What follows belongs to an exercise in optimizing a design on an open flow for small area, a short achievable clock period and few clock cycles per item; a production flow would make more cautious choices.
Only simulation tests tie the RTL to the original design; equivalence was not proved.
Power figures rest on the tool's default switching activity, not on a simulated workload.

## flow/config.mk

```make
export PLATFORM = sky130hd
export DESIGN_NAME = cordic
export DESIGN_NICKNAME = cordic
export VERILOG_FILES = /design/flow/design.v
export SDC_FILE = /design/flow/constraint.sdc
export NUM_CORES = 4
export LEC_CHECK = 0
export ABC_AREA = 1
export CAP_MARGIN = 20
export CORE_MARGIN = 2
export CORE_UTILIZATION = 40
export SETUP_SLACK_MARGIN = 2.0
export SLEW_MARGIN = 20
```

## flow/constraint.sdc

```tcl
create_clock -name core_clock -period 5.5 [get_ports {clk_i}]
set_input_delay 1.1000 -clock core_clock [delete_from_list [all_inputs] [get_ports {clk_i}]]
set_output_delay 1.1000 -clock core_clock [all_outputs]
set_load 0.01 [all_outputs]
```

## flow/design.v

```verilog
module cordic #(
    parameter int Width = 16
) (
    input  logic             clk_i,
    input  logic             rst_i,
    input  logic             start_cordic_i,
    input  logic [Width-1:0] x0_i,
    input  logic [Width-1:0] y0_i,
    input  logic [Width-1:0] z0_i,
    output logic [Width-1:0] xn_o,
    output logic [Width-1:0] yn_o,
    output logic [Width-1:0] zn_o,
    output logic             done_tick_cordic_o
);
  function automatic logic [15:0] atan(input logic [3:0] i);
    case (i)
      4'd0: atan = 16'h2D00;
      4'd1: atan = 16'h1A91;
      4'd2: atan = 16'h0E09;
      4'd3: atan = 16'h0720;
      4'd4: atan = 16'h0394;
      4'd5: atan = 16'h01CA;
      4'd6: atan = 16'h00E5;
      4'd7: atan = 16'h0073;
      4'd8: atan = 16'h0039;
      4'd9: atan = 16'h001D;
      4'd10: atan = 16'h000E;
      4'd11: atan = 16'h0007;
      4'd12: atan = 16'h0004;
      4'd13: atan = 16'h0002;
      4'd14: atan = 16'h0001;
      default: atan = 16'h0000;
    endcase
  endfunction
  function automatic logic [15:0] asr(input logic [15:0] v, input int k);
    for (int b = 0; b < 16; b++) asr[b] = (b + k > 15) ? v[15] : v[b + k];
  endfunction
  logic [15:0] x_q, y_q, z_q;
  logic        busy_q;   
  logic        done_q;
  logic neg;
  assign neg = z_q[15];
  logic [15:0] xi, yi;   
  assign xi = x_q ^ {16{neg}};
  assign yi = y_q ^ {16{~neg}};
  logic [15:0] xs, ys, az;
  logic [3:0] lo_q, hi_q;
  logic       last;
  assign last = hi_q[3] & lo_q[2];
  logic [15:0] xl, yl;
  always_comb begin
    xl = 16'd0;
    yl = 16'd0;
    for (int i = 0; i < 4; i++) begin
      xl = xl | ({16{lo_q[i]}} & asr(xi, i));
      yl = yl | ({16{lo_q[i]}} & asr(yi, i));
    end
    xs = 16'd0;
    ys = 16'd0;
    for (int i = 0; i < 4; i++) begin
      xs = xs | ({16{hi_q[i]}} & asr(xl, (4 * i)));
      ys = ys | ({16{hi_q[i]}} & asr(yl, (4 * i)));
    end
    az = 16'd0;
    for (int i = 0; i < 15; i++) begin
      az = az | ({16{hi_q[i/4] & lo_q[i%4]}} & atan(i));
    end
  end
  logic [15:0] x_d, y_d, z_d, azi;
  logic        cx, cy, cz;
  assign cx  = ~neg & busy_q;
  assign cy  = neg & busy_q;
  assign cz  = ~neg & busy_q;
  assign azi = az ^ {16{~neg & busy_q}};
  logic [16:0] x_g0, x_p0;
  assign x_g0 = {x_q & ys, cx};
  assign x_p0 = {x_q ^ ys, 1'b0};
  logic x_g0_, x_p0_;
  assign x_g0_ = x_g0[1] | (x_p0[1] & x_g0[0]);
  assign x_p0_ = x_p0[1] & x_p0[0];
  logic x_g1_, x_p1_;
  assign x_g1_ = x_g0[3] | (x_p0[3] & x_g0[2]);
  assign x_p1_ = x_p0[3] & x_p0[2];
  logic x_g2_, x_p2_;
  assign x_g2_ = x_g0[5] | (x_p0[5] & x_g0[4]);
  assign x_p2_ = x_p0[5] & x_p0[4];
  logic x_g3_, x_p3_;
  assign x_g3_ = x_g0[7] | (x_p0[7] & x_g0[6]);
  assign x_p3_ = x_p0[7] & x_p0[6];
  logic x_g4_, x_p4_;
  assign x_g4_ = x_g0[9] | (x_p0[9] & x_g0[8]);
  assign x_p4_ = x_p0[9] & x_p0[8];
  logic x_g5_, x_p5_;
  assign x_g5_ = x_g0[11] | (x_p0[11] & x_g0[10]);
  assign x_p5_ = x_p0[11] & x_p0[10];
  logic x_g6_, x_p6_;
  assign x_g6_ = x_g0[13] | (x_p0[13] & x_g0[12]);
  assign x_p6_ = x_p0[13] & x_p0[12];
  logic x_g7_, x_p7_;
  assign x_g7_ = x_g0[15] | (x_p0[15] & x_g0[14]);
  assign x_p7_ = x_p0[15] & x_p0[14];
  logic x_g8_, x_p8_;
  assign x_g8_ = x_g0[2] | (x_p0[2] & x_g0_);
  assign x_p8_ = x_p0[2] & x_p0_;
  logic x_g9_, x_p9_;
  assign x_g9_ = x_g1_ | (x_p1_ & x_g0_);
  assign x_p9_ = x_p1_ & x_p0_;
  logic x_g10_, x_p10_;
  assign x_g10_ = x_g0[6] | (x_p0[6] & x_g2_);
  assign x_p10_ = x_p0[6] & x_p2_;
  logic x_g11_, x_p11_;
  assign x_g11_ = x_g3_ | (x_p3_ & x_g2_);
  assign x_p11_ = x_p3_ & x_p2_;
  logic x_g12_, x_p12_;
  assign x_g12_ = x_g0[10] | (x_p0[10] & x_g4_);
  assign x_p12_ = x_p0[10] & x_p4_;
  logic x_g13_, x_p13_;
  assign x_g13_ = x_g5_ | (x_p5_ & x_g4_);
  assign x_p13_ = x_p5_ & x_p4_;
  logic x_g14_, x_p14_;
  assign x_g14_ = x_g0[14] | (x_p0[14] & x_g6_);
  assign x_p14_ = x_p0[14] & x_p6_;
  logic x_g15_, x_p15_;
  assign x_g15_ = x_g7_ | (x_p7_ & x_g6_);
  assign x_p15_ = x_p7_ & x_p6_;
  logic x_g16_, x_p16_;
  assign x_g16_ = x_g0[4] | (x_p0[4] & x_g9_);
  assign x_p16_ = x_p0[4] & x_p9_;
  logic x_g17_, x_p17_;
  assign x_g17_ = x_g2_ | (x_p2_ & x_g9_);
  assign x_p17_ = x_p2_ & x_p9_;
  logic x_g18_, x_p18_;
  assign x_g18_ = x_g10_ | (x_p10_ & x_g9_);
  assign x_p18_ = x_p10_ & x_p9_;
  logic x_g19_, x_p19_;
  assign x_g19_ = x_g11_ | (x_p11_ & x_g9_);
  assign x_p19_ = x_p11_ & x_p9_;
  logic x_g20_, x_p20_;
  assign x_g20_ = x_g0[12] | (x_p0[12] & x_g13_);
  assign x_p20_ = x_p0[12] & x_p13_;
  logic x_g21_, x_p21_;
  assign x_g21_ = x_g6_ | (x_p6_ & x_g13_);
  assign x_p21_ = x_p6_ & x_p13_;
  logic x_g22_, x_p22_;
  assign x_g22_ = x_g14_ | (x_p14_ & x_g13_);
  assign x_p22_ = x_p14_ & x_p13_;
  logic x_g23_, x_p23_;
  assign x_g23_ = x_g15_ | (x_p15_ & x_g13_);
  assign x_p23_ = x_p15_ & x_p13_;
  logic x_g24_, x_p24_;
  assign x_g24_ = x_g0[8] | (x_p0[8] & x_g19_);
  assign x_p24_ = x_p0[8] & x_p19_;
  logic x_g25_, x_p25_;
  assign x_g25_ = x_g4_ | (x_p4_ & x_g19_);
  assign x_p25_ = x_p4_ & x_p19_;
  logic x_g26_, x_p26_;
  assign x_g26_ = x_g12_ | (x_p12_ & x_g19_);
  assign x_p26_ = x_p12_ & x_p19_;
  logic x_g27_, x_p27_;
  assign x_g27_ = x_g13_ | (x_p13_ & x_g19_);
  assign x_p27_ = x_p13_ & x_p19_;
  logic x_g28_, x_p28_;
  assign x_g28_ = x_g20_ | (x_p20_ & x_g19_);
  assign x_p28_ = x_p20_ & x_p19_;
  logic x_g29_, x_p29_;
  assign x_g29_ = x_g21_ | (x_p21_ & x_g19_);
  assign x_p29_ = x_p21_ & x_p19_;
  logic x_g30_, x_p30_;
  assign x_g30_ = x_g22_ | (x_p22_ & x_g19_);
  assign x_p30_ = x_p22_ & x_p19_;
  logic x_g31_, x_p31_;
  assign x_g31_ = x_g23_ | (x_p23_ & x_g19_);
  assign x_p31_ = x_p23_ & x_p19_;
  logic x_g32_, x_p32_;
  assign x_g32_ = x_g0[16] | (x_p0[16] & x_g31_);
  assign x_p32_ = x_p0[16] & x_p31_;
  assign x_d[0] = x_p0[1] ^ x_g0[0];
  assign x_d[1] = x_p0[2] ^ x_g0_;
  assign x_d[2] = x_p0[3] ^ x_g8_;
  assign x_d[3] = x_p0[4] ^ x_g9_;
  assign x_d[4] = x_p0[5] ^ x_g16_;
  assign x_d[5] = x_p0[6] ^ x_g17_;
  assign x_d[6] = x_p0[7] ^ x_g18_;
  assign x_d[7] = x_p0[8] ^ x_g19_;
  assign x_d[8] = x_p0[9] ^ x_g24_;
  assign x_d[9] = x_p0[10] ^ x_g25_;
  assign x_d[10] = x_p0[11] ^ x_g26_;
  assign x_d[11] = x_p0[12] ^ x_g27_;
  assign x_d[12] = x_p0[13] ^ x_g28_;
  assign x_d[13] = x_p0[14] ^ x_g29_;
  assign x_d[14] = x_p0[15] ^ x_g30_;
  assign x_d[15] = x_p0[16] ^ x_g31_;
  logic [16:0] y_g0, y_p0;
  assign y_g0 = {y_q & xs, cy};
  assign y_p0 = {y_q ^ xs, 1'b0};
  logic y_g0_, y_p0_;
  assign y_g0_ = y_g0[1] | (y_p0[1] & y_g0[0]);
  assign y_p0_ = y_p0[1] & y_p0[0];
  logic y_g1_, y_p1_;
  assign y_g1_ = y_g0[3] | (y_p0[3] & y_g0[2]);
  assign y_p1_ = y_p0[3] & y_p0[2];
  logic y_g2_, y_p2_;
  assign y_g2_ = y_g0[5] | (y_p0[5] & y_g0[4]);
  assign y_p2_ = y_p0[5] & y_p0[4];
  logic y_g3_, y_p3_;
  assign y_g3_ = y_g0[7] | (y_p0[7] & y_g0[6]);
  assign y_p3_ = y_p0[7] & y_p0[6];
  logic y_g4_, y_p4_;
  assign y_g4_ = y_g0[9] | (y_p0[9] & y_g0[8]);
  assign y_p4_ = y_p0[9] & y_p0[8];
  logic y_g5_, y_p5_;
  assign y_g5_ = y_g0[11] | (y_p0[11] & y_g0[10]);
  assign y_p5_ = y_p0[11] & y_p0[10];
  logic y_g6_, y_p6_;
  assign y_g6_ = y_g0[13] | (y_p0[13] & y_g0[12]);
  assign y_p6_ = y_p0[13] & y_p0[12];
  logic y_g7_, y_p7_;
  assign y_g7_ = y_g0[15] | (y_p0[15] & y_g0[14]);
  assign y_p7_ = y_p0[15] & y_p0[14];
  logic y_g8_, y_p8_;
  assign y_g8_ = y_g0[2] | (y_p0[2] & y_g0_);
  assign y_p8_ = y_p0[2] & y_p0_;
  logic y_g9_, y_p9_;
  assign y_g9_ = y_g1_ | (y_p1_ & y_g0_);
  assign y_p9_ = y_p1_ & y_p0_;
  logic y_g10_, y_p10_;
  assign y_g10_ = y_g0[6] | (y_p0[6] & y_g2_);
  assign y_p10_ = y_p0[6] & y_p2_;
  logic y_g11_, y_p11_;
  assign y_g11_ = y_g3_ | (y_p3_ & y_g2_);
  assign y_p11_ = y_p3_ & y_p2_;
  logic y_g12_, y_p12_;
  assign y_g12_ = y_g0[10] | (y_p0[10] & y_g4_);
  assign y_p12_ = y_p0[10] & y_p4_;
  logic y_g13_, y_p13_;
  assign y_g13_ = y_g5_ | (y_p5_ & y_g4_);
  assign y_p13_ = y_p5_ & y_p4_;
  logic y_g14_, y_p14_;
  assign y_g14_ = y_g0[14] | (y_p0[14] & y_g6_);
  assign y_p14_ = y_p0[14] & y_p6_;
  logic y_g15_, y_p15_;
  assign y_g15_ = y_g7_ | (y_p7_ & y_g6_);
  assign y_p15_ = y_p7_ & y_p6_;
  logic y_g16_, y_p16_;
  assign y_g16_ = y_g0[4] | (y_p0[4] & y_g9_);
  assign y_p16_ = y_p0[4] & y_p9_;
  logic y_g17_, y_p17_;
  assign y_g17_ = y_g2_ | (y_p2_ & y_g9_);
  assign y_p17_ = y_p2_ & y_p9_;
  logic y_g18_, y_p18_;
  assign y_g18_ = y_g10_ | (y_p10_ & y_g9_);
  assign y_p18_ = y_p10_ & y_p9_;
  logic y_g19_, y_p19_;
  assign y_g19_ = y_g11_ | (y_p11_ & y_g9_);
  assign y_p19_ = y_p11_ & y_p9_;
  logic y_g20_, y_p20_;
  assign y_g20_ = y_g0[12] | (y_p0[12] & y_g13_);
  assign y_p20_ = y_p0[12] & y_p13_;
  logic y_g21_, y_p21_;
  assign y_g21_ = y_g6_ | (y_p6_ & y_g13_);
  assign y_p21_ = y_p6_ & y_p13_;
  logic y_g22_, y_p22_;
  assign y_g22_ = y_g14_ | (y_p14_ & y_g13_);
  assign y_p22_ = y_p14_ & y_p13_;
  logic y_g23_, y_p23_;
  assign y_g23_ = y_g15_ | (y_p15_ & y_g13_);
  assign y_p23_ = y_p15_ & y_p13_;
  logic y_g24_, y_p24_;
  assign y_g24_ = y_g0[8] | (y_p0[8] & y_g19_);
  assign y_p24_ = y_p0[8] & y_p19_;
  logic y_g25_, y_p25_;
  assign y_g25_ = y_g4_ | (y_p4_ & y_g19_);
  assign y_p25_ = y_p4_ & y_p19_;
  logic y_g26_, y_p26_;
  assign y_g26_ = y_g12_ | (y_p12_ & y_g19_);
  assign y_p26_ = y_p12_ & y_p19_;
  logic y_g27_, y_p27_;
  assign y_g27_ = y_g13_ | (y_p13_ & y_g19_);
  assign y_p27_ = y_p13_ & y_p19_;
  logic y_g28_, y_p28_;
  assign y_g28_ = y_g20_ | (y_p20_ & y_g19_);
  assign y_p28_ = y_p20_ & y_p19_;
  logic y_g29_, y_p29_;
  assign y_g29_ = y_g21_ | (y_p21_ & y_g19_);
  assign y_p29_ = y_p21_ & y_p19_;
  logic y_g30_, y_p30_;
  assign y_g30_ = y_g22_ | (y_p22_ & y_g19_);
  assign y_p30_ = y_p22_ & y_p19_;
  logic y_g31_, y_p31_;
  assign y_g31_ = y_g23_ | (y_p23_ & y_g19_);
  assign y_p31_ = y_p23_ & y_p19_;
  logic y_g32_, y_p32_;
  assign y_g32_ = y_g0[16] | (y_p0[16] & y_g31_);
  assign y_p32_ = y_p0[16] & y_p31_;
  assign y_d[0] = y_p0[1] ^ y_g0[0];
  assign y_d[1] = y_p0[2] ^ y_g0_;
  assign y_d[2] = y_p0[3] ^ y_g8_;
  assign y_d[3] = y_p0[4] ^ y_g9_;
  assign y_d[4] = y_p0[5] ^ y_g16_;
  assign y_d[5] = y_p0[6] ^ y_g17_;
  assign y_d[6] = y_p0[7] ^ y_g18_;
  assign y_d[7] = y_p0[8] ^ y_g19_;
  assign y_d[8] = y_p0[9] ^ y_g24_;
  assign y_d[9] = y_p0[10] ^ y_g25_;
  assign y_d[10] = y_p0[11] ^ y_g26_;
  assign y_d[11] = y_p0[12] ^ y_g27_;
  assign y_d[12] = y_p0[13] ^ y_g28_;
  assign y_d[13] = y_p0[14] ^ y_g29_;
  assign y_d[14] = y_p0[15] ^ y_g30_;
  assign y_d[15] = y_p0[16] ^ y_g31_;
  logic [16:0] z_g0, z_p0;
  assign z_g0 = {z_q & azi, cz};
  assign z_p0 = {z_q ^ azi, 1'b0};
  logic z_g0_, z_p0_;
  assign z_g0_ = z_g0[1] | (z_p0[1] & z_g0[0]);
  assign z_p0_ = z_p0[1] & z_p0[0];
  logic z_g1_, z_p1_;
  assign z_g1_ = z_g0[3] | (z_p0[3] & z_g0[2]);
  assign z_p1_ = z_p0[3] & z_p0[2];
  logic z_g2_, z_p2_;
  assign z_g2_ = z_g0[5] | (z_p0[5] & z_g0[4]);
  assign z_p2_ = z_p0[5] & z_p0[4];
  logic z_g3_, z_p3_;
  assign z_g3_ = z_g0[7] | (z_p0[7] & z_g0[6]);
  assign z_p3_ = z_p0[7] & z_p0[6];
  logic z_g4_, z_p4_;
  assign z_g4_ = z_g0[9] | (z_p0[9] & z_g0[8]);
  assign z_p4_ = z_p0[9] & z_p0[8];
  logic z_g5_, z_p5_;
  assign z_g5_ = z_g0[11] | (z_p0[11] & z_g0[10]);
  assign z_p5_ = z_p0[11] & z_p0[10];
  logic z_g6_, z_p6_;
  assign z_g6_ = z_g0[13] | (z_p0[13] & z_g0[12]);
  assign z_p6_ = z_p0[13] & z_p0[12];
  logic z_g7_, z_p7_;
  assign z_g7_ = z_g0[15] | (z_p0[15] & z_g0[14]);
  assign z_p7_ = z_p0[15] & z_p0[14];
  logic z_g8_, z_p8_;
  assign z_g8_ = z_g1_ | (z_p1_ & z_g0_);
  assign z_p8_ = z_p1_ & z_p0_;
  logic z_g9_, z_p9_;
  assign z_g9_ = z_g3_ | (z_p3_ & z_g2_);
  assign z_p9_ = z_p3_ & z_p2_;
  logic z_g10_, z_p10_;
  assign z_g10_ = z_g5_ | (z_p5_ & z_g4_);
  assign z_p10_ = z_p5_ & z_p4_;
  logic z_g11_, z_p11_;
  assign z_g11_ = z_g7_ | (z_p7_ & z_g6_);
  assign z_p11_ = z_p7_ & z_p6_;
  logic z_g12_, z_p12_;
  assign z_g12_ = z_g9_ | (z_p9_ & z_g8_);
  assign z_p12_ = z_p9_ & z_p8_;
  logic z_g13_, z_p13_;
  assign z_g13_ = z_g11_ | (z_p11_ & z_g10_);
  assign z_p13_ = z_p11_ & z_p10_;
  logic z_g14_, z_p14_;
  assign z_g14_ = z_g13_ | (z_p13_ & z_g12_);
  assign z_p14_ = z_p13_ & z_p12_;
  logic z_g15_, z_p15_;
  assign z_g15_ = z_g10_ | (z_p10_ & z_g12_);
  assign z_p15_ = z_p10_ & z_p12_;
  logic z_g16_, z_p16_;
  assign z_g16_ = z_g2_ | (z_p2_ & z_g8_);
  assign z_p16_ = z_p2_ & z_p8_;
  logic z_g17_, z_p17_;
  assign z_g17_ = z_g4_ | (z_p4_ & z_g12_);
  assign z_p17_ = z_p4_ & z_p12_;
  logic z_g18_, z_p18_;
  assign z_g18_ = z_g6_ | (z_p6_ & z_g15_);
  assign z_p18_ = z_p6_ & z_p15_;
  logic z_g19_, z_p19_;
  assign z_g19_ = z_g0[2] | (z_p0[2] & z_g0_);
  assign z_p19_ = z_p0[2] & z_p0_;
  logic z_g20_, z_p20_;
  assign z_g20_ = z_g0[4] | (z_p0[4] & z_g8_);
  assign z_p20_ = z_p0[4] & z_p8_;
  logic z_g21_, z_p21_;
  assign z_g21_ = z_g0[6] | (z_p0[6] & z_g16_);
  assign z_p21_ = z_p0[6] & z_p16_;
  logic z_g22_, z_p22_;
  assign z_g22_ = z_g0[8] | (z_p0[8] & z_g12_);
  assign z_p22_ = z_p0[8] & z_p12_;
  logic z_g23_, z_p23_;
  assign z_g23_ = z_g0[10] | (z_p0[10] & z_g17_);
  assign z_p23_ = z_p0[10] & z_p17_;
  logic z_g24_, z_p24_;
  assign z_g24_ = z_g0[12] | (z_p0[12] & z_g15_);
  assign z_p24_ = z_p0[12] & z_p15_;
  logic z_g25_, z_p25_;
  assign z_g25_ = z_g0[14] | (z_p0[14] & z_g18_);
  assign z_p25_ = z_p0[14] & z_p18_;
  logic z_g26_, z_p26_;
  assign z_g26_ = z_g0[16] | (z_p0[16] & z_g14_);
  assign z_p26_ = z_p0[16] & z_p14_;
  assign z_d[0] = z_p0[1] ^ z_g0[0];
  assign z_d[1] = z_p0[2] ^ z_g0_;
  assign z_d[2] = z_p0[3] ^ z_g19_;
  assign z_d[3] = z_p0[4] ^ z_g8_;
  assign z_d[4] = z_p0[5] ^ z_g20_;
  assign z_d[5] = z_p0[6] ^ z_g16_;
  assign z_d[6] = z_p0[7] ^ z_g21_;
  assign z_d[7] = z_p0[8] ^ z_g12_;
  assign z_d[8] = z_p0[9] ^ z_g22_;
  assign z_d[9] = z_p0[10] ^ z_g17_;
  assign z_d[10] = z_p0[11] ^ z_g23_;
  assign z_d[11] = z_p0[12] ^ z_g15_;
  assign z_d[12] = z_p0[13] ^ z_g24_;
  assign z_d[13] = z_p0[14] ^ z_g18_;
  assign z_d[14] = z_p0[15] ^ z_g25_;
  assign z_d[15] = z_p0[16] ^ z_g14_;
  always_ff @(posedge clk_i) begin
    if (start_cordic_i) begin
      x_q <= x0_i;
      y_q <= y0_i;
      z_q <= z0_i;
    end else begin
      x_q <= x_d;
      y_q <= y_d;
      z_q <= z_d;
    end
  end
  always_ff @(posedge clk_i, posedge rst_i) begin
    if (rst_i) begin
      lo_q   <= 4'd0;
      hi_q   <= 4'd0;
      busy_q <= 1'b0;
      done_q <= 1'b0;
    end else begin
      if (start_cordic_i) begin
        lo_q <= 4'd1;
        hi_q <= 4'd1;
      end else if (last) begin
        lo_q <= 4'd0;
        hi_q <= 4'd0;
      end else begin
        lo_q <= {lo_q[2:0], lo_q[3]};
        if (lo_q[3]) hi_q <= {hi_q[2:0], 1'b0};
      end
      busy_q <= start_cordic_i || (busy_q && !last);
      done_q <= busy_q && last && !start_cordic_i;
    end
  end
  assign xn_o = x_q;
  assign yn_o = y_q;
  assign zn_o = z_q;
  assign done_tick_cordic_o = done_q;
endmodule
```

## flow/run.sh

```bash
#!/bin/bash
# synth_recipe.tcl (not shown) runs the flow's synth.tcl, then flattens the netlist and writes it again
# the make line also repeats each setting of config.mk as NAME=value (left out here)
make -C /OpenROAD-flow-scripts/flow DESIGN_CONFIG=/design/flow/config.mk WORK_HOME=/design/flow/orfs CLKGATE_MAP_FILE= SYNTH_SCRIPT=/design/flow/synth_recipe.tcl finish
```

==> impl_metrics.csv, run 1 <==
group,metric,value,unit
run_status,status,"finished clean",
synthesis,avgSynthCellArea,6.75,sq um
clock_tree,clk_pin_slew,0.06,ns
routing,drtPass1Iterations,5,
synthesis,synth_top_cell_by_area,"dfxtp_1",
setup_path,worst_setup_path_start_kind,"flip-flop",
setup_path,reg2reg_from,"z_q[15]",
setup_path,crit_start,"z_q[15]",
hold_path,min_path_type,"flip-flop to flip-flop",
synthesis,yosysWarnings,1,
setup_path,worst-r2r-setup-slack,2.20,ns
synthesis,synthDistinctLibCells,52,
finish,layout_common_cells,"nand2_1 (231), clkdlybuf4s50_1 (98), nor2_1 (72)",
routing,met1_length,8.66,mm
routing,wl_met3,1.23,mm
setup_path,arrival,3.50,ns
synthesis,ys_ff_latch,58,
pwr,vdd_ir_drop_max,0.303,mV
timing,fin_tns_setup,0,ns
routing,postRouteAntennaNets,0,
floorplan,initial_utilization,40.9,%
synthesis,synth_top_area_share,16.9,%
clock_tree,clkLatencyLatePin,0.34,ns
setup_path,worstPathRequired,5.70,ns
finish,drive_gt1_share,9.28,%
global_routing,grt_max_degree,77,
placed_design,place.gp.congestion,0.921,
routing,wl,17.0,mm
timing,fin_crit,3.30,ns
synthesis,seq_area_frac_synth,21.4,%
synthesis,ys_async_sr_fraction,17.2,%
synthesis,netlist_area,0.00567,sq mm
synthesis,synth_edf_count,0,
routing,dr.first_iter.drc_count,416,
floorplan,std_cell_rows,43,
clock_tree,root_buffer,"clkbuf_16",
clock_tree,cts.path.max_buffers,2,
floorplan,die_x,123,um
global_routing,grt_pass1_vias,5089,
clock_tree,cts_buffers,9,
synthesis,synthFlopType,"dfxtp_1",
clock_tree,cts.sinks,58,
setup_path,crit_path_end_kind,"flip-flop",
setup_path,critPathMaxFanout,19,
pwr,p_per_area,754,mW/mm^2
floorplan,pin_count,100,
routing,wire_per_inst,15.4,um
finish,fillCellCount,1438,
finish,layout_commonest_cell,"nand2_1",
finish,nets,1030,
clock_tree,h-tree-depth,3,
floorplan,dieArea,0.0151,sq mm
finish,syn_to_final_growth,27.3,%
clock_tree,cts_tree,"done",
job,maxCapViolCount,0,
global_routing,grt_pass1_wl,26.2,mm
timing,report.final.hold_viol_count,0,
placed_design,numPortBuffers,99,
synthesis,syn-num-nets,948,
routing,via_per_inst,5.19,
setup_path,crit_type,"flip-flop to flip-flop",
timing,drv_slew,0,
global_routing,grtUsageTotal,22.2,%
placed_design,placed_cell_area,0.00668,sq mm
floorplan,die_h,123,um
timing,max_slew_margin,36.7,%
clock_tree,cts_hold_buffers,0,
routing,dr_wl_met2,6.86,mm
timing,finalCritPeriodShare,60.0,%
hold_path,worstHoldStart,"z_q[0]",
timing,rsz0062_at_grt,"no",
global_routing,overflow,0,
global_routing,antenna_found_initial,0,
placed_design,dp_hpwl,12.1,mm
timing,fmax,303,MHz
synthesis,synth.area.top_cells,"dfxtp_1 (17%), nand2_1 (15%), ha_1 (9.3%)",
timing,finalSetupViolations,0,
finish,num_antenna_cells,0,
finish,finalInstanceArea,0.00722,sq mm
routing,drc_errors,0,
pwr,report.power.total,5.44,mW
timing,tightest_slew,0.944,ns
synthesis,syn-instance-count,840,
pwr,power_leakage,3.41,nW
timing,skew,0.00599,ns
routing,vias,5740,
finish,utilization,52.0,%
floorplan,core,0.0139,sq mm
routing,top_layer_used,"met4",
area by class of cell:
| class | instances | area (sq um) | area share, % |
|---|---|---|---|
| Multi-Input combinational cell | 666 | 3980 | 55.1 |
| Sequential cell | 58 | 1220 | 16.9 |
| Timing Repair Buffer | 106 | 1090 | 15.0 |
| Inverter | 79 | 314 | 4.35 |
| Clock buffer | 11 | 233 | 3.22 |
| Tap cell | 180 | 225 | 3.12 |
| Clock inverter | 5 | 150 | 2.08 |
| Timing Repair inverter | 2 | 12.5 | 0.173 |
metal layers:
layer	vias to the layer above	global-route usage (%)
met2	212	31.7
met1	2549	33.8
met4	0	6.39
li1	2962	-
met5	-	0
met3	17	3.87
critical path: stages (launching register included):
cell and delay (ns):
dfxtp_4 0.38, clkbuf_16 0.19, or2_1 0.25, nand2_2 0.12, o22ai_1 0.08, a21oi_1 0.13
o21ai_1 0.15, a21oi_1 0.16, o211ai_1 0.13, ha_1 0.35, nand3_1 0.08, nand3_1 0.12
nand4_1 0.09, o211ai_1 0.16, inv_1 0.12, fa_1 0.41, xor2_1 0.16, o21ai_0 0.08
registers in the layout, summed over array words and instances, names as in the netlist:
name	cells
lo_q	4
x_q	16
hi_q	4
busy_q	1
y_q	16
z_q	16
done_q	1
through the flow:
step / setup WS, ns / hold WS [ns] / cells
finish: 2.20 / 0.516 / 1107
global route: 2.00 / 0.545 / 1107
CTS: 2.00 / 0.522 / 1101
detailed placement: 1.62 / 0.515 / 1084
global placement: 1.66 / 0.519 / 1084
floorplan: 2.54 / 0.529 / 840
cells in the mapped netlist (3+ instances only):
library cell  count
a21o_1            6
a21oi_1          48
a22o_1            3
a31oi_1           5
buf_1             6
buf_2            11
buf_6             4
clkbuf_1         12
clkinv_1          3
dfrtp_1          10
dfxtp_1          48
fa_1             15
ha_1             42
inv_1            73
inv_2             3
nand2_1         233
nand2_2          11
nand3_1          37
nand4_1           9
nor2_1           73
nor2_4            3
nor3_1            8
o2111ai_1         5
o211ai_1          8
o21ai_0          44
o221ai_1          7
o22ai_1          29
or2_1             6
or2_2            13
xnor2_1          11
xor2_1           24
path summary, 6_finish.rpt:
kind                                 to  cells after the start
worst max-delay path             y_q[8]                     17
worst min-delay path             z_q[0]                      2
worst max register to register   y_q[8]                     17
worst min register to register   z_q[0]                      2
max in group asynchronous       hi_q[0]                      2
min in group asynchronous       hi_q[0]                      2
cell families (layout without fill, tap and decap cells):
kind of cell	after synthesis	after routing	synth area share [%]
DFF	58	58	21.4
xor gates and xnor gates	38	38	6.27
AOI/OAI and AO/OA	171	171	18.5
buffers and inverters	116	203	9.07
adders and majority gates	57	57	14.6
and+or+nand+nor	400	400	30.2
repair_timing:
action	in CTS	in global routing
setup buffers	0	3
setup endpoints to repair	29	25
resized for setup	9	21
pin swaps	0	4
gates cloned	1	3
where the power goes:
part	switching (mW)	internal [mW]	total (mW)	leakage (nW)
Combinational	2.14	1.67	3.81	2.70
Clock	0.221	0.535	0.756	0.184
Sequential	0.249	0.627	0.876	0.524
Testbench counts, summed over its fixed seeds: cycles 8,200, items 512.
==> run 2, diff against run 1 <==
==> flow/flow/run.sh (new file) <==
#!/bin/bash
# The standard layout (the standard.sh, standard synthesis included), with
# one change: the port buffers that placement inserts are the smallest buffer
# cell, sky130_fd_sc_hd__buf_1, instead of the one OpenROAD picks by default.
# Every input and output port still gets its buffer. Full output in standard.log.
set -euo pipefail
export BUFFER_PORTS_ARGS="-buffer_cell sky130_fd_sc_hd__buf_1"
bash standard.sh > standard.log 2>&1
==> flow/standard.sh (new file) <==
#!/bin/bash
# synth_recipe.tcl (not shown) runs the flow's synth.tcl, then flattens the netlist and writes it again
# the make line also repeats each setting of config.mk as NAME=value (left out here)
make -C /OpenROAD-flow-scripts/flow DESIGN_CONFIG=/design/flow/config.mk WORK_HOME=/design/flow/orfs CLKGATE_MAP_FILE= SYNTH_SCRIPT=/design/flow/synth_recipe.tcl "${@:-finish}"
removed: flow/run.sh
==> impl_metrics.csv, run 2 <==
group,metric,value,unit
setup_path,reg2reg_from,"z_q[15]",
floorplan,core,0.0139,sq mm
clock_tree,cts_tree,"done",
timing,fin_tns_setup,0,ns
finish,nets,1039,
timing,report.final.hold_viol_count,0,
routing,drc_errors,0,
timing,rsz0062_at_grt,"no",
timing,finalCritPeriodShare,60.0,%
finish,drive_gt1_share,10.8,%
pwr,clockPowerShare,12.0,%
synthesis,yosysMostFrequentCell,"nand2_1",
setup_path,crit_path_end_kind,"flip-flop",
clock_tree,h-tree-depth,3,
clock_tree,cts.path.max_buffers,2,
finish,utilization,47.7,%
placed_design,place.gp.congestion,0.943,
routing,wl_met3,1.09,mm
pwr,seq_power_share,17.0,%
pwr,p_comb_share,71.0,%
clock_tree,clkLatencyLatePin,0.35,ns
timing,skew,0.00996,ns
timing,tightest_slew,0.903,ns
finish,finalNonFillerCells,1116,
synthesis,avgSynthCellArea,6.75,sq um
routing,vias,5741,
routing,dr.first_iter.drc_count,361,
synthesis,yosys-top-cells-count,"nand2_1 (233), inv_1 (73), nor2_1 (73), a21oi_1 (48), dfxtp_1 (48)",
run_status,status,"finished clean",
pwr,intPower,2.48,mW
pwr,p_sw,2.59,mW
placed_design,dp_hpwl,12.0,mm
floorplan,initial_utilization,40.9,%
global_routing,antenna_found_initial,0,
clock_tree,clk_pin_slew,0.06,ns
global_routing,overflow,0,
synthesis,netlist_area,0.00567,sq mm
global_routing,grt_pass1_vias,5221,
floorplan,pin_count,100,
routing,wire_per_inst,14.6,um
finish,reg_top3,"x_q (16), y_q (16), z_q (16)",
finish,layout_common_cells,"nand2_1 (230), buf_1 (98), nor2_1 (72)",
routing,dr_wl_met2,6.67,mm
timing,drv_slew,0,
synthesis,ys_async_sr_fraction,17.2,%
clock_tree,cts_buffers,9,
synthesis,synth.area.top_cells,"dfxtp_1 (17%), nand2_1 (15%), ha_1 (9.3%)",
setup_path,crit_start,"z_q[15]",
routing,postRouteAntennaNets,0,
pwr,power_leakage,3.16,nW
pwr,p_per_area,766,mW/mm^2
floorplan,die_x,123,um
synthesis,ys_ff_latch,58,
timing,fin_crit,3.30,ns
finish,num_antenna_cells,0,
synthesis,yosysWarnings,1,
finish,layout_commonest_cell,"nand2_1",
pwr,report.power.total,5.08,mW
hold_path,whs_path_depth,2,
pwr,vdd_ir_drop_max,0.315,mV
synthesis,synthDistinctLibCells,52,
synthesis,synth_top_area_share,16.9,%
hold_path,worstHoldStart,"z_q[0]",
floorplan,die_h,123,um
hold_path,min_path_type,"flip-flop to flip-flop",
timing,fmax,303,MHz
routing,via_per_inst,5.14,
synthesis,synth_top_cell_by_area,"dfxtp_1",
routing,drtPass1Iterations,5,
setup_path,ff2ff_path_depth,17,
clock_tree,cts.sinks,58,
hold_path,hold_end,"z_q[0]",
setup_path,worst_setup_path_start_kind,"flip-flop",
routing,wl,16.3,mm
synthesis,syn-instance-count,840,
synthesis,seq_area_frac_synth,21.4,%
timing,finalSetupViolations,0,
job,maxCapViolCount,0,
synthesis,syn-num-nets,948,
clock_tree,root_buffer,"clkbuf_16",
global_routing,grtUsageTotal,22.2,%
finish,syn_to_final_growth,16.9,%
placed_design,pre_cts_ws,1.67,ns
floorplan,std_cell_rows,43,
pwr,switching_share,51.1,%
global_routing,grt_pass1_wl,26.5,mm
synthesis,synthFlopType,"dfxtp_1",
setup_path,critPathMaxFanout,19,
routing,met1_length,8.31,mm
floorplan,dieArea,0.0151,sq mm
timing,setup_ws,2.20,ns
setup_path,reg2reg_to,"y_q[8]",
setup_path,worst-r2r-setup-slack,2.20,ns
global_routing,grt_max_degree,78,
placed_design,dp_cells,1085,
setup_path,arrival,3.50,ns
timing,max_slew_margin,39.4,%
setup_path,crit_type,"flip-flop to flip-flop",
setup_path,worstPathRequired,5.70,ns
placed_design,numPortBuffers,99,
synthesis,synth_edf_count,0,
routing,top_layer_used,"met4",
-- run 2: cell count changes in the layout (fill, tap and decap cells not counted), moves of 2 or more --
cell,before,now
buf_1,0,98
clkdlybuf4s50_1,98,0
buf_4,4,13
bufinv_16,5,2
clkinv_2,1,4
clkbuf_16,11,9
-- run 2: power by group through the flow --
stage               registers (mW)  clock network (mW)  logic (mW)
finish                       0.864               0.610        3.60
global route                 0.892               0.638        4.11
CTS                          0.864               0.620        3.48
detailed placement           0.863                   0        3.41
global placement             0.863                   0        3.39
floorplan                    0.876                   0        2.64
-- run 2: per-layer routing --
layer | vias up | GRT usage [%]
li1 | 2973 | -
met1 | 2557 | 33.7
met2 | 193 | 32.1
met3 | 18 | 3.37
met4 | 0 | 6.89
met5 | - | 0
-- run 2: worst max-delay path, cell delays in order, from the launching register on --
cell and delay (ns):
dfxtp_2 0.35, bufbuf_16 0.30, or2_1 0.23, nand2_1 0.16, inv_1 0.09, a21oi_1 0.17, a21oi_1 0.12, a21oi_1 0.13
o211ai_1 0.13, ha_1 0.35, nand3_1 0.10, nand3_2 0.09, nand4_1 0.07, o211ai_1 0.14, inv_1 0.12, fa_1 0.41
xor2_1 0.14, o21ai_0 0.08
-- run 2: through the flow --
step / instance area (sq um) / hold WS (ns)
after CTS: 6450 / 0.531
after global routing: 6630 / 0.558
after detailed placement: 6070 / 0.524
final: 6630 / 0.529
after floorplan: 5670 / 0.529
after global placement: 6070 / 0.525
-- run 2: layout make-up --
cell class                      instances  area (sq um)
Inverter                               79           314
Clock inverter                          6          82.6
Timing Repair inverter                  2          12.5
Tap cell                              180           225
Sequential cell                        58          1220
Fill cell                            1498          7250
Timing Repair Buffer                  115           543
Clock buffer                           10           229
Multi-Input combinational cell        666          4000
-- run 2: timing repair --
| action | 4_1_cts | 5_1_grt |
|---|---|---|
| setup endpoints to repair | 27 | 22 |
| cloned | 2 | 1 |
| hold buffers | 0 | 0 |
| endpoints found under the hold margin | 0 | 0 |
| setup buffers | 0 | 12 |
| gates resized for setup | 12 | 21 |
| pin swaps | 0 | 6 |
-- run 2: how the worst max path moves through the flow --
| stage | cells after the start | to | slack (ns) |
|---|---|---|---|
| 6_report | 17 | y_q[8] | 2.20 |
| 2_1_floorplan | 18 | y_q[8] | 2.54 |
| 5_1_grt | 17 | y_q[8] | 2.00 |
| 4_1_cts | 17 | y_q[8] | 2.03 |
| 3_3_place_gp | 13 | x_q[8] | 1.71 |
| 3_5_place_dp | 13 | x_q[8] | 1.67 |
-- run 2: cells by family after synthesis --
family	after synthesis	synth area share [%]
AND/OR/NAND/NOR	400	30.2
adder cells (fa/ha/maj)	57	14.6
flip-flops	58	21.4
buffers and inverters	116	9.07
XOR/XNOR	38	6.27
AO/OA/AOI/OAI	171	18.5
==> run 3, diff against run 2 <==
--- a/flow/config.mk
+++ b/flow/config.mk
@@ -8,6 +8,6 @@
 export ABC_AREA = 1
 export CAP_MARGIN = 20
 export CORE_MARGIN = 2
-export CORE_UTILIZATION = 40
-export SETUP_SLACK_MARGIN = 2.0
+export CORE_UTILIZATION = 60
+export SETUP_SLACK_MARGIN = 2.2
 export SLEW_MARGIN = 20
==> impl_metrics.csv, run 3 <==
group,metric,value,unit
run_status,status,"finished clean",
setup_path,ff2ff_path_depth,20,
global_routing,antenna_found_initial,0,
timing,report.final.hold_viol_count,0,
synthesis,avgSynthCellArea,6.75,sq um
timing,finalCritPeriodShare,60.3,%
finish,fillCellCount,714,
clock_tree,cts.path.max_buffers,2,
synthesis,yosys-top-cells-count,"nand2_1 (233), inv_1 (73), nor2_1 (73), a21oi_1 (48), dfxtp_1 (48)",
floorplan,initial_utilization,61.7,%
timing,fin_crit,3.32,ns
setup_path,worstPathRequired,5.74,ns
global_routing,grt_max_degree,77,
clock_tree,cts_hold_buffers,0,
routing,drtPass1Iterations,5,
setup_path,crit_type,"flip-flop to flip-flop",
pwr,power_leakage,3.42,nW
floorplan,die_x,101,um
synthesis,synth_top_area_share,16.9,%
placed_design,place.gp.congestion,0.917,
setup_path,crit_path_end_kind,"flip-flop",
clock_tree,cts.sinks,58,
hold_path,min_path_type,"flip-flop to flip-flop",
floorplan,die_h,101,um
synthesis,syn-instance-count,840,
synthesis,ys_ff_latch,58,
placed_design,numPortBuffers,99,
clock_tree,clkLatencyLatePin,0.35,ns
floorplan,core,0.00920,sq mm
setup_path,crit_end,"x_q[12]",
floorplan,pin_count,100,
synthesis,syn-num-nets,948,
setup_path,crit_start,"lo_q[1]",
timing,setup_ws,2.18,ns
routing,via_per_inst,5.84,
synthesis,netlist_area,0.00567,sq mm
synthesis,synth_top_cell_by_area,"dfxtp_1",
job,maxCapViolCount,0,
timing,fmax,301,MHz
pwr,p_per_area,781,mW/mm^2
routing,wl,18.3,mm
synthesis,yosysWarnings,1,
timing,tightest_slew,0.916,ns
synthesis,synthFlopType,"dfxtp_1",
timing,max_slew_margin,38.6,%
global_routing,overflow,0,
global_routing,grt_pass1_vias,5594,
finish,num_antenna_cells,0,
synthesis,seq_area_frac_synth,21.4,%
timing,finalSetupViolations,0,
finish,drive_gt1_share,19.8,%
setup_path,arrival,3.56,ns
clock_tree,cts_buffers,9,
finish,layout_common_cells,"nand2_1 (219), buf_1 (98), nor2_1 (69)",
clock_tree,clk_pin_slew,0.08,ns
pwr,report.power.total,5.57,mW
finish,layout_commonest_cell,"nand2_1",
timing,drv_slew,0,
synthesis,synthDistinctLibCells,52,
setup_path,critPathMaxFanout,12,
setup_path,worst_setup_path_start_kind,"flip-flop",
timing,hold_slack,0.542,ns
synthesis,synth_edf_count,0,
floorplan,std_cell_rows,35,
placed_design,pre_cts_ws,1.61,ns
finish,utilization,77.5,%
setup_path,reg2reg_from,"lo_q[1]",
clock_tree,root_buffer,"clkbuf_8",
routing,vias,6378,
synthesis,yosysMostFrequentCell,"nand2_1",
synthesis,ys_async_sr_fraction,17.2,%
global_routing,grt_pass1_wl,27.2,mm
finish,syn_to_final_growth,25.7,%
routing,drc_errors,0,
routing,dr.first_iter.drc_count,572,
global_routing,grtUsageTotal,33.4,%
clock_tree,cts_tree,"done",
timing,fin_tns_setup,0,ns
setup_path,reg2reg_to,"x_q[12]",
placed_design,dp_hpwl,12.3,mm
timing,skew,0.00850,ns
finish,nets,1084,
setup_path,worst-r2r-setup-slack,2.18,ns
floorplan,dieArea,0.0102,sq mm
synthesis,synth.area.top_cells,"dfxtp_1 (17%), nand2_1 (15%), ha_1 (9.3%)",
pwr,vdd_ir_drop_max,0.427,mV
routing,postRouteAntennaNets,0,
routing,wire_per_inst,16.8,um
timing,rsz0062_at_grt,"yes",
finish,reg_top3,"x_q (16), y_q (16), z_q (16)",
clock_tree,h-tree-depth,3,
-- run 3: kinds of logic (layout without fill, tap and decap cells) --
group	count (synthesis)	in the layout	synth area share [%]
DFF	58	58	21.4
buffers and inverters	116	257	9.07
adders and majority gates	57	57	14.6
and+or+nand+nor	400	400	30.2
AOI/OAI and AO/OA	171	171	18.5
xor gates and xnor gates	38	38	6.27
-- run 3: final cells by class --
cell class / count / area (sq um) / share of cell area, %
clock buffer: 11 / 141 / 1.98
clock inverter: 5 / 77.6 / 1.09
inverter: 79 / 322 / 4.51
multi-input combinational: 666 / 4240 / 59.5
sequential: 58 / 1240 / 17.3
tap: 111 / 139 / 1.95
timing repair buffer: 161 / 966 / 13.6
timing repair inverter: 1 / 7.51 / 0.105
-- run 3: what timing repair did --
action | in CTS | in global routing
gates cloned | 2 | 4
gates resized for setup | 26 | 79
setup endpoints to repair | 38 | 29
pin swaps | 4 | 38
setup buffers | 3 | 51
-- run 3: how the worst min path moves through the flow --
stage                 from  endpoint  slack, ns  depth (start not counted)
finish              z_q[0]    z_q[0]       0.54                          2
detailed placement  z_q[0]    z_q[0]       0.52                          2
CTS                 z_q[0]    z_q[0]       0.53                          2
global placement    z_q[0]    z_q[0]       0.51                          2
global route        z_q[0]    z_q[0]       0.58                          2
floorplan           z_q[0]    z_q[0]       0.53                          2
-- run 3: per-stage QoR --
step	instance area [sq um]	instances
finish	7130	1092
detailed placement	5990	1016
floorplan	5670	840
global route	7130	1092
global placement	5990	1016
CTS	6350	1037
-- run 3: critical path, stage by stage (launching register included) --
cell and delay (ns):
dfrtp_4 0.53, buf_4 0.16, clkinvlp_4 0.23, o21ai_0 0.19
a21oi_1 0.20, o22ai_1 0.12, a21oi_1 0.16, o211ai_1 0.13
fa_2 0.40, nand3_2 0.08, nand3_2 0.08, nand4_1 0.07
o211ai_1 0.13, buf_4 0.15, buf_4 0.13, nand2_1 0.08
nand2_2 0.09, nand2_1 0.10, nand2_1 0.05, nand3_1 0.08
nand2_1 0.05
-- run 3: power breakdown --
group / switching, mW / internal, mW
Combinational: 2.44 / 1.80
Clock: 0.188 / 0.266
Sequential: 0.246 / 0.627
-- run 3: per-layer routing --
metal | GRT usage [%] | vias to the layer above | part of all wire (%)
met3 | 4.42 | 62 | 8.1
li1 | - | 3058 | -
met4 | 10.1 | 0 | 3.4
met5 | 0 | - | 0
met1 | 46.4 | 2917 | 44
met2 | 54.0 | 341 | 45
==> run 4, diff against run 3 <==
==> flow/flow/run.sh (replaced) <==
#!/bin/bash
# The standard layout (the standard.sh), with two changes:
#  - synthesis maps additions to ordinary logic cells (ADDER_MAP_FILE empty,
#    so Yosys does not extract full/half-adder cells); registers are unchanged;
#  - the port buffers that placement inserts are the smallest buffer cell,
#    sky130_fd_sc_hd__buf_1, instead of the one OpenROAD picks by default.
#    Every input and output port still gets its buffer.
# Full output in standard.log.
set -euo pipefail
export ADDER_MAP_FILE=
export BUFFER_PORTS_ARGS="-buffer_cell sky130_fd_sc_hd__buf_1"
bash standard.sh > standard.log 2>&1
--- a/flow/config.mk
+++ b/flow/config.mk
@@ -9,5 +9,5 @@
 export CAP_MARGIN = 20
 export CORE_MARGIN = 2
 export CORE_UTILIZATION = 60
-export SETUP_SLACK_MARGIN = 2.2
+export SETUP_SLACK_MARGIN = 2.6
 export SLEW_MARGIN = 20
==> impl_metrics.csv, run 4 <==
group,metric,value,unit
run_status,status,"finished clean",
finish,reg_top3,"x_q (16), y_q (16), z_q (16)",
routing,dr.first_iter.drc_count,604,
clock_tree,h-tree-depth,3,
setup_path,slowest_delay,0.49,ns
synthesis,synth_edf_count,0,
synthesis,synth_top_cell_by_area,"nand2_1",
finish,fillCellCount,1093,
synthesis,synthFlopType,"dfxtp_1",
timing,finalCritPeriodShare,49.4,%
setup_path,crit_top_cell,"nand2_1",
placed_design,placed_cell_area,0.00697,sq mm
setup_path,ff2ff_path_depth,21,
clock_tree,cts_tree,"done",
routing,wl,19.7,mm
timing,rsz0062_at_grt,"no",
finish,syn_to_final_growth,11.3,%
routing,vias,7897,
setup_path,crit_chain,"buf_6 -> nand2_1 -> and2_4 -> nand2_1 -> nand2_1 -> nor2_2 -> nor2_1 -> nor2_2 -> nand2_1 -> nand2_2 -> nand2_1 -> inv_2 -> nand2_1 -> nor2_2 -> nand2_4 -> nand2_8 -> nand2_2 -> nand2_1 -> nand2_1 -> nand3_1 -> nand2_1",
synthesis,synth.area.top_cells,"nand2_1 (29%), dfxtp_1 (15%), nand3_1 (13%)",
global_routing,antenna_found_initial,0,
global_routing,grtUsageTotal,33.7,%
pwr,p_per_area,700,mW/mm^2
synthesis,ys_ff_latch,58,
setup_path,worstPathRequired,5.77,ns
setup_path,crit_path_end_kind,"flip-flop",
routing,via_per_inst,5.27,
finish,nets,1404,
timing,fmax,368,MHz
synthesis,synthDistinctLibCells,43,
placed_design,dp_hpwl,14.1,mm
synthesis,yosysWarnings,1,
synthesis,ys_async_sr_fraction,17.2,%
routing,postRouteAntennaNets,0,
finish,drive_gt1_share,9.28,%
clock_tree,root_buffer,"clkbuf_8",
setup_path,reg2reg_from,"z_q[15]",
job,maxCapViolCount,0,
setup_path,crit_type,"flip-flop to flip-flop",
setup_path,worst_setup_path_start_kind,"flip-flop",
hold_path,worstHoldStart,"z_q[0]",
timing,fin_tns_setup,0,ns
finish,num_antenna_cells,0,
routing,drc_errors,0,
placed_design,numPortBuffers,99,
timing,setup_ws,2.78,ns
synthesis,syn-instance-count,1270,
finish,utilization,68.2,%
timing,report.final.hold_viol_count,0,
routing,drtPass1Iterations,5,
setup_path,critical-path-slowest-cell,"dfxtp_4",
timing,hold_slack,0.530,ns
pwr,power_leakage,4.18,nW
placed_design,pre_cts_ws,2.08,ns
floorplan,initial_utilization,61.3,%
routing,wire_per_inst,13.2,um
synthesis,yosysMostFrequentCell,"nand2_1",
placed_design,place.gp.congestion,0.974,
clock_tree,cts.sinks,58,
synthesis,synth_top_area_share,28.6,%
synthesis,syn-num-nets,1321,
timing,finalSetupViolations,0,
timing,max_slew_margin,43.6,%
pwr,vdd_ir_drop_max,0.403,mV
setup_path,worst-r2r-setup-slack,2.78,ns
global_routing,grt_pass1_vias,7061,
timing,skew,0.0102,ns
setup_path,critPathMaxFanout,12,
synthesis,yosys-top-cells-count,"nand2_1 (505), nand3_1 (174), inv_1 (141), nor2_1 (127), dfxtp_1 (48)",
finish,layout_common_cells,"nand2_1 (498), nand3_1 (172), inv_1 (141)",
floorplan,dieArea,0.0119,sq mm
clock_tree,clk_pin_slew,0.08,ns
timing,fin_crit,2.72,ns
hold_path,min_path_type,"flip-flop to flip-flop",
finish,layout_commonest_cell,"nand2_1",
timing,tightest_slew,0.845,ns
hold_path,whs_path_depth,2,
global_routing,grt_max_degree,58,
synthesis,avgSynthCellArea,5.21,sq um
synthesis,seq_area_frac_synth,18.3,%
floorplan,die_x,109,um
clock_tree,cts.path.max_buffers,2,
hold_path,hold_end,"z_q[0]",
setup_path,arrival,2.99,ns
clock_tree,clkLatencyLatePin,0.38,ns
floorplan,std_cell_rows,38,
clock_tree,cts_buffers,9,
timing,drv_slew,0,
floorplan,core,0.0108,sq mm
setup_path,reg2reg_to,"y_q[8]",
global_routing,overflow,0,
synthesis,netlist_area,0.00662,sq mm
floorplan,pin_count,100,
finish,finalInstanceArea,0.00736,sq mm
global_routing,grt_pass1_wl,31.9,mm
floorplan,die_h,109,um
-- run 4: what timing repair did --
| action | in CTS | in global routing |
|---|---|---|
| resized for setup | 4 | 26 |
| setup endpoints to repair | 35 | 32 |
| hold buffers | 0 | 0 |
| cloned | 0 | 0 |
| setup buffers | 1 | 9 |
| pin swaps | 0 | 1 |
-- run 4: power breakdown --
part	internal (mW)	switching [mW]	total (mW)	leakage [nW]
Sequential	0.619	0.233	0.851	0.523
Combinational	1.33	2.53	3.85	3.56
Clock	0.235	0.213	0.449	0.0982
Total	2.18	2.97	5.15	4.18
-- run 4: kinds of logic after synthesis --
family	after synthesis	share of synthesized area, %
xor+xnor	29	3.84
simple gates	876	56.3
compound gates	104	8.81
flops	58	18.3
buf+inv	203	12.7
-- run 4: final cells by class --
type                       count  area (sq um)  area share [%]
clock buffer                  11           151            2.06
sequential                    58          1230            16.7
timing repair buffer         113           509            6.92
inverter                     162           621            8.43
tap                          140           175            2.38
multi-input combinational   1009          4620            62.7
clock inverter                 5          61.3           0.833
-- run 4: critical path: cells and delay by family (launching register included) --
kind / cells / cell delay, ns
and+or+nand+nor: 19 / 1.84
DFF: 1 / 0.49
buffers and inverters: 2 / 0.28
-- run 4: how the worst max path moves through the flow --
stage / start / end / slack, ns / cells past startpoint
5_1_grt: z_q[15] / x_q[14] / 2.60 / 20
2_1_floorplan: z_q[15] / y_q[8] / 3.36 / 23
3_5_place_dp: z_q[15] / y_q[8] / 2.08 / 20
6_report: z_q[15] / y_q[8] / 2.78 / 21
4_1_cts: lo_q[3] / x_q[15] / 2.64 / 21
3_3_place_gp: z_q[15] / y_q[8] / 2.17 / 20
-- run 4: per-stage QoR --
step | power (mW) | cells
CTS | 5.04 | 1489
finish | 5.15 | 1498
global placement | 4.49 | 1472
global route | 5.77 | 1498
floorplan | 3.84 | 1270
detailed placement | 4.54 | 1472
-- run 4: metal layers --
metal  routed length [um]  track usage [%]  up-vias  part of all wire, %
li1                     -                -     4138                    -
met1                 8690             42.0     3369                   44
met2                 8950             55.9      334                   45
met3                 1440             5.08       56                  7.3
met4                  636             18.1        0                  3.2
met5                    0                0        -                    0
==> run 5, diff against run 4 <==
--- a/flow/config.mk
+++ b/flow/config.mk
@@ -9,5 +9,6 @@
 export CAP_MARGIN = 20
 export CORE_MARGIN = 2
 export CORE_UTILIZATION = 60
+export PLACE_DENSITY = 0.8
 export SETUP_SLACK_MARGIN = 2.6
 export SLEW_MARGIN = 20
==> impl_metrics.csv, run 5 <==
group,metric,value,unit
run_status,status,"finished clean",
synthesis,synth_top_area_share,28.6,%
clock_tree,clk_pin_slew,0.08,ns
floorplan,pin_count,100,
setup_path,arrival,2.94,ns
timing,finalCritPeriodShare,48.5,%
synthesis,synth.area.top_cells,"nand2_1 (29%), dfxtp_1 (15%), nand3_1 (13%)",
finish,reg_top3,"x_q (16), y_q (16), z_q (16)",
pwr,power_leakage,4.18,nW
global_routing,grtUsageTotal,32.8,%
synthesis,yosysMostFrequentCell,"nand2_1",
synthesis,avgSynthCellArea,5.21,sq um
finish,num_antenna_cells,0,
floorplan,initial_utilization,61.3,%
synthesis,syn-num-nets,1321,
placed_design,numPortBuffers,99,
synthesis,yosys-top-cells-count,"nand2_1 (505), nand3_1 (174), inv_1 (141), nor2_1 (127), dfxtp_1 (48)",
timing,skew,0.0103,ns
synthesis,netlist_area,0.00662,sq mm
clock_tree,cts.path.max_buffers,2,
finish,syn_to_final_growth,11.3,%
placed_design,pre_cts_ws,2.02,ns
routing,dr.first_iter.drc_count,590,
setup_path,crit_type,"flip-flop to flip-flop",
setup_path,reg2reg_to,"y_q[8]",
clock_tree,root_buffer,"clkbuf_8",
synthesis,ys_ff_latch,58,
synthesis,synth_top_cell_by_area,"nand2_1",
floorplan,die_h,109,um
global_routing,grt_pass1_vias,6772,
timing,report.final.hold_viol_count,0,
global_routing,overflow,0,
setup_path,critPathMaxFanout,32,
hold_path,min_path_type,"flip-flop to flip-flop",
placed_design,dp_hpwl,13.8,mm
timing,drv_slew,0,
clock_tree,cts_tree,"done",
clock_tree,cts.sinks,58,
synthesis,seq_area_frac_synth,18.3,%
hold_path,hold_end,"z_q[0]",
job,maxCapViolCount,0,
clock_tree,clkLatencyLatePin,0.38,ns
timing,finalSetupViolations,0,
routing,wl,19.1,mm
clock_tree,h-tree-depth,3,
pwr,p_per_area,697,mW/mm^2
timing,fmax,375,MHz
global_routing,antenna_found_initial,0,
pwr,vdd_ir_drop_max,0.385,mV
synthesis,synthDistinctLibCells,43,
setup_path,crit_path_end_kind,"flip-flop",
routing,drc_errors,0,
finish,utilization,68.2,%
clock_tree,cts_hold_buffers,0,
routing,postRouteAntennaNets,0,
timing,fin_crit,2.67,ns
setup_path,ff2ff_path_depth,20,
finish,layout_commonest_cell,"nand2_1",
routing,wire_per_inst,12.7,um
hold_path,whs_path_depth,2,
floorplan,std_cell_rows,38,
global_routing,grt_pass1_wl,31.0,mm
floorplan,die_x,109,um
setup_path,worstPathRequired,5.77,ns
finish,nets,1407,
global_routing,grt_max_degree,58,
floorplan,core,0.0108,sq mm
setup_path,worst-r2r-setup-slack,2.83,ns
synthesis,syn-instance-count,1270,
clock_tree,cts_buffers,9,
routing,via_per_inst,5.31,
floorplan,dieArea,0.0119,sq mm
timing,tightest_slew,0.824,ns
finish,layout_common_cells,"nand2_1 (501), nand3_1 (174), inv_1 (140)",
routing,drtPass1Iterations,6,
synthesis,synthFlopType,"dfxtp_1",
timing,rsz0062_at_grt,"yes",
hold_path,worstHoldStart,"z_q[0]",
timing,setup_ws,2.83,ns
timing,max_slew_margin,45.0,%
synthesis,ys_async_sr_fraction,17.2,%
placed_design,place.gp.congestion,1.02,
finish,drive_gt1_share,9.18,%
synthesis,synth_edf_count,0,
routing,vias,7966,
timing,fin_tns_setup,0,ns
synthesis,yosysWarnings,1,
setup_path,worst_setup_path_start_kind,"flip-flop",
setup_path,reg2reg_from,"lo_q[1]",
[run 5: worst max-delay path by stage]
stage            start      end  slack, ns  cells after the start
2_1_floorplan  z_q[15]   y_q[8]       3.36                     23
3_3_place_gp   z_q[15]   y_q[8]       2.10                     20
3_5_place_dp   z_q[15]   y_q[8]       2.02                     20
4_1_cts        hi_q[1]  z_q[10]       2.60                     17
5_1_grt        lo_q[1]  x_q[14]       2.56                     17
6_report       lo_q[1]   y_q[8]       2.83                     20
[run 5: worst max-delay path: stages, from the launching register on]
cell	delay, ns
dfrtp_1	0.34
buf_6	0.27
inv_1	0.19
nand3_1	0.16
nand2_1	0.14
nor2_2	0.19
inv_1	0.08
nand2_1	0.08
a21oi_2	0.04
nand2_1	0.12
nand2_1	0.06
nand2_1	0.13
nand2_2	0.09
nor2_2	0.16
nand2_4	0.10
nand2_8	0.11
nand2_2	0.08
nand2_1	0.06
nand2_1	0.04
nand3_1	0.05
nand2_1	0.06
[run 5: routing by layer]
metal | global-route usage, % | vias up | wire length (um)
li1 | - | 4142 | -
met1 | 43.2 | 3437 | 8590
met2 | 51.7 | 328 | 8480
met3 | 5.44 | 59 | 1380
met4 | 16.0 | 0 | 662
met5 | 0 | - | 0
[run 5: logic make-up after synthesis]
kind of cell              Yosys count  synth area share, %
and+or+nand+nor                   876                 56.3
buffers and inverters             203                 12.7
xor gates and xnor gates           29                 3.84
DFF                                58                 18.3
AOI/OAI and AO/OA                 104                 8.81
[run 5: through the flow]
stage / hold slack [ns] / total power [mW] / instance area, sq um / cells
2_1_floorplan: 0.529 / 3.84 / 6620 / 1270
3_3_place_gp: 0.519 / 4.47 / 6970 / 1472
3_5_place_dp: 0.522 / 4.54 / 6970 / 1472
4_1_cts: 0.531 / 5.04 / 7210 / 1489
5_1_grt: 0.580 / 5.74 / 7370 / 1501
6_report: 0.549 / 5.13 / 7370 / 1501
[run 5: timing repair]
action                                  CTS  global route
pin swaps                                 0             1
setup buffers                             1            12
endpoints found under the hold margin     0             0
gates resized for setup                   3            22
endpoints found under the setup margin   34            33
[run 5: report_power, final]
group          switching, mW  internal, mW
Clock                  0.206         0.258
Combinational           2.52          1.31
Sequential             0.229         0.619
[run 5: final cells by class]
class,instances,area (sq um)
clock buffers,9,124
well taps,140,175
fillers,1080,3430
inverters,162,624
multi-input cells,1009,4590
repair buffers,116,523
flip-flops and latches,58,1220
clock inverters,7,101
==> run 6, diff against run 5 <==
--- a/flow/config.mk
+++ b/flow/config.mk
@@ -8,7 +8,6 @@
 export ABC_AREA = 1
 export CAP_MARGIN = 20
 export CORE_MARGIN = 2
-export CORE_UTILIZATION = 60
-export PLACE_DENSITY = 0.8
+export CORE_UTILIZATION = 40
 export SETUP_SLACK_MARGIN = 2.6
 export SLEW_MARGIN = 20
==> impl_metrics.csv, run 6 <==
group,metric,value,unit
run_status,status,"finished clean",
placed_design,place.gp.congestion,0.981,
timing,tightest_slew,0.908,ns
synthesis,synth.area.top_cells,"nand2_1 (29%), dfxtp_1 (15%), nand3_1 (13%)",
clock_tree,cts.sinks,58,
pwr,vdd_ir_drop_max,0.244,mV
synthesis,yosysMostFrequentCell,"nand2_1",
routing,vias,7673,
pwr,power_leakage,4.22,nW
synthesis,seq_area_frac_synth,18.3,%
timing,fmax,377,MHz
clock_tree,cts_tree,"done",
floorplan,initial_utilization,40.5,%
routing,dr.first_iter.drc_count,587,
timing,hold_slack,0.524,ns
floorplan,core,0.0163,sq mm
timing,max_slew_margin,39.4,%
synthesis,syn-instance-count,1270,
timing,skew,0.00937,ns
synthesis,avgSynthCellArea,5.21,sq um
setup_path,crit_type,"flip-flop to flip-flop",
synthesis,netlist_area,0.00662,sq mm
floorplan,std_cell_rows,47,
routing,drtPass1Iterations,5,
timing,drv_slew,0,
global_routing,grt_max_degree,58,
routing,drc_errors,0,
finish,num_antenna_cells,0,
global_routing,grtUsageTotal,23.3,%
global_routing,overflow,0,
finish,layout_commonest_cell,"nand2_1",
placed_design,dp_hpwl,15.2,mm
clock_tree,clk_pin_slew,0.06,ns
finish,layout_common_cells,"nand2_1 (502), nand3_1 (173), inv_1 (138)",
floorplan,die_x,133,um
synthesis,synth_top_area_share,28.6,%
hold_path,min_path_type,"flip-flop to flip-flop",
finish,fillCellCount,1921,
finish,reg_top3,"x_q (16), y_q (16), z_q (16)",
job,maxCapViolCount,0,
routing,wl,20.8,mm
finish,multi_input_area,0.00460,sq mm
routing,via_per_inst,4.84,
finish,ff_latch_area,0.00123,sq mm
clock_tree,root_buffer,"clkbuf_16",
clock_tree,cts_buffers,9,
synthesis,yosys-top-cells-count,"nand2_1 (505), nand3_1 (174), inv_1 (141), nor2_1 (127), dfxtp_1 (48)",
synthesis,synthDistinctLibCells,43,
setup_path,worst_setup_path_start_kind,"flip-flop",
setup_path,worstPathRequired,5.73,ns
timing,fin_crit,2.65,ns
global_routing,antenna_found_initial,0,
clock_tree,cts.path.max_buffers,2,
setup_path,crit_path_end_kind,"flip-flop",
synthesis,synthFlopType,"dfxtp_1",
floorplan,die_h,133,um
finish,finalInstanceArea,0.00759,sq mm
clock_tree,cts_hold_buffers,0,
clock_tree,h-tree-depth,3,
finish,syn_to_final_growth,14.6,%
timing,fin_tns_setup,0,ns
synthesis,ys_async_sr_fraction,17.2,%
synthesis,ys_ff_latch,58,
global_routing,grt_pass1_wl,33.3,mm
synthesis,syn-num-nets,1321,
timing,rsz0062_at_grt,"yes",
global_routing,grt_pass1_vias,6660,
floorplan,dieArea,0.0176,sq mm
floorplan,pin_count,100,
setup_path,arrival,2.89,ns
finish,nets,1410,
clock_tree,clkLatencyLatePin,0.35,ns
finish,drive_gt1_share,9.53,%
timing,finalSetupViolations,0,
timing,finalCritPeriodShare,48.2,%
routing,postRouteAntennaNets,0,
synthesis,synth_edf_count,0,
synthesis,synth_top_cell_by_area,"nand2_1",
synthesis,yosysWarnings,1,
routing,wire_per_inst,13.1,um
timing,report.final.hold_viol_count,0,
placed_design,numPortBuffers,99,
placed_design,placed_cell_area,0.00707,sq mm
setup_path,critPathMaxFanout,8,
pwr,p_per_area,697,mW/mm^2
-- run 6: logic make-up after synthesis --
logic type,count (synthesis),share of synthesized area (%)
simple gates,876,56.3
buf+inv,203,12.7
compound gates,104,8.81
flops,58,18.3
xor+xnor,29,3.84
-- run 6: path summary, 6_finish.rpt --
check	slack [ns]	startpoint	cells past startpoint	to
max in group asynchronous	4.44	rst_i	2	hi_q[0]
max reg2reg	2.85	z_q[15]	18	x_q[9]
min in group asynchronous	0.72	rst_i	2	lo_q[0]
min	0.52	z_q[0]	2	z_q[0]
max	2.85	z_q[15]	18	x_q[9]
min reg2reg	0.52	z_q[0]	2	z_q[0]
-- run 6: worst max-delay path, cell delays in order, from the launching register on --
cell,delay [ns]
dfxtp_4,0.44
buf_4,0.22
nand2_1,0.09
nand3_1,0.07
nand2_1,0.05
nor2_1,0.34
nor2_1,0.07
nor2_1,0.14
nand2_1,0.09
nor2_1,0.13
o21ai_1,0.16
nand2_1,0.15
nand2_2,0.09
nand2_2,0.10
nand2_4,0.09
nand2_1,0.09
nand3_1,0.07
nand3_1,0.09
nand2_1,0.06
-- run 6: what timing repair did --
| action | in CTS | in global routing |
|---|---|---|
| setup endpoints to repair | 36 | 31 |
| pin swaps | 0 | 2 |
| resized for setup | 9 | 20 |
| setup buffers | 2 | 14 |
-- run 6: where the power goes --
part | internal, mW | switching [mW]
clock | 0.316 | 0.229
sequential | 0.620 | 0.237
combinational | 1.35 | 2.54
-- run 6: metal layers --
metal	vias up	GRT usage, %	part of all wire, %
met2	238	35.2	42
met1	3275	33.9	50
met3	21	3.87	6.4
met4	0	7.17	1.7
met5	-	0	0
li1	4139	-	-
-- run 6: area by class of cell --
class / instances / share of cell area, %
tap: 220 / 3.63
clock buffer: 10 / 3.15
inverter: 162 / 8.28
clock inverter: 6 / 0.561
sequential: 58 / 16.2
timing repair buffer: 119 / 7.52
multi-input combinational: 1009 / 60.7
-- run 6: stage by stage --
stage | setup slack [ns] | power [mW] | std cells | utilization, %
final | 2.85 | 5.29 | 1584 | 46.4
after global routing | 2.56 | 5.92 | 1584 | 46.4
after CTS | 2.64 | 5.19 | 1570 | 45.3
after detailed placement | 2.01 | 4.58 | 1552 | 43.2
after global placement | 2.04 | 4.55 | 1552 | 43.2
after floorplan | 3.36 | 3.84 | 1270 | -

## what the ideal ports hide
In the flow no input, the clock included, has a driving cell. The finished layouts below were timed again as built, in two steps.
Step 1, drivers: a clkbuf_16 drives clk_i and a buf_2 each remaining input, both assumed.
Step 2 times the ports against the registers' clock, not the clock port: input delays grow and output delays shrink by t, the midpoint of the rising clock arrivals with the driver on.
Three values: ideal, step 1, step 2; two values: the first two.
| run | t (ns) | slack for setup (ns) | hold slack, ns | worst slew at a driven data input, ns |
|---|---|---|---|---|
| run 1 | 0.377 | 2.201 / 2.201 / 2.201 | 0.516 / 0.516 / 0.516 | 0.03 |
| run 2 | 0.378 | 2.198 / 2.198 / 2.169 | 0.529 / 0.529 / 0.529 | 0.04 |
| run 3 | 0.383 | 2.181 / 2.181 / 2.181 | 0.542 / 0.542 / 0.542 | 0.03 |
| run 4 | 0.413 | 2.781 / 2.781 / 2.750 | 0.530 / 0.530 / 0.530 | 0.03 |
| run 5 | 0.408 | 2.833 / 2.833 / 2.749 | 0.549 / 0.549 / 0.549 | 0.03 |
| run 6 | 0.390 | 2.846 / 2.846 / 2.685 | 0.524 / 0.524 / 0.524 | 0.03 |
After both steps every run listed still meets setup and hold. For run 6, which loses most, drivers alone change the setup slack by 0.000 ns; drivers and shift together by -0.161 ns.
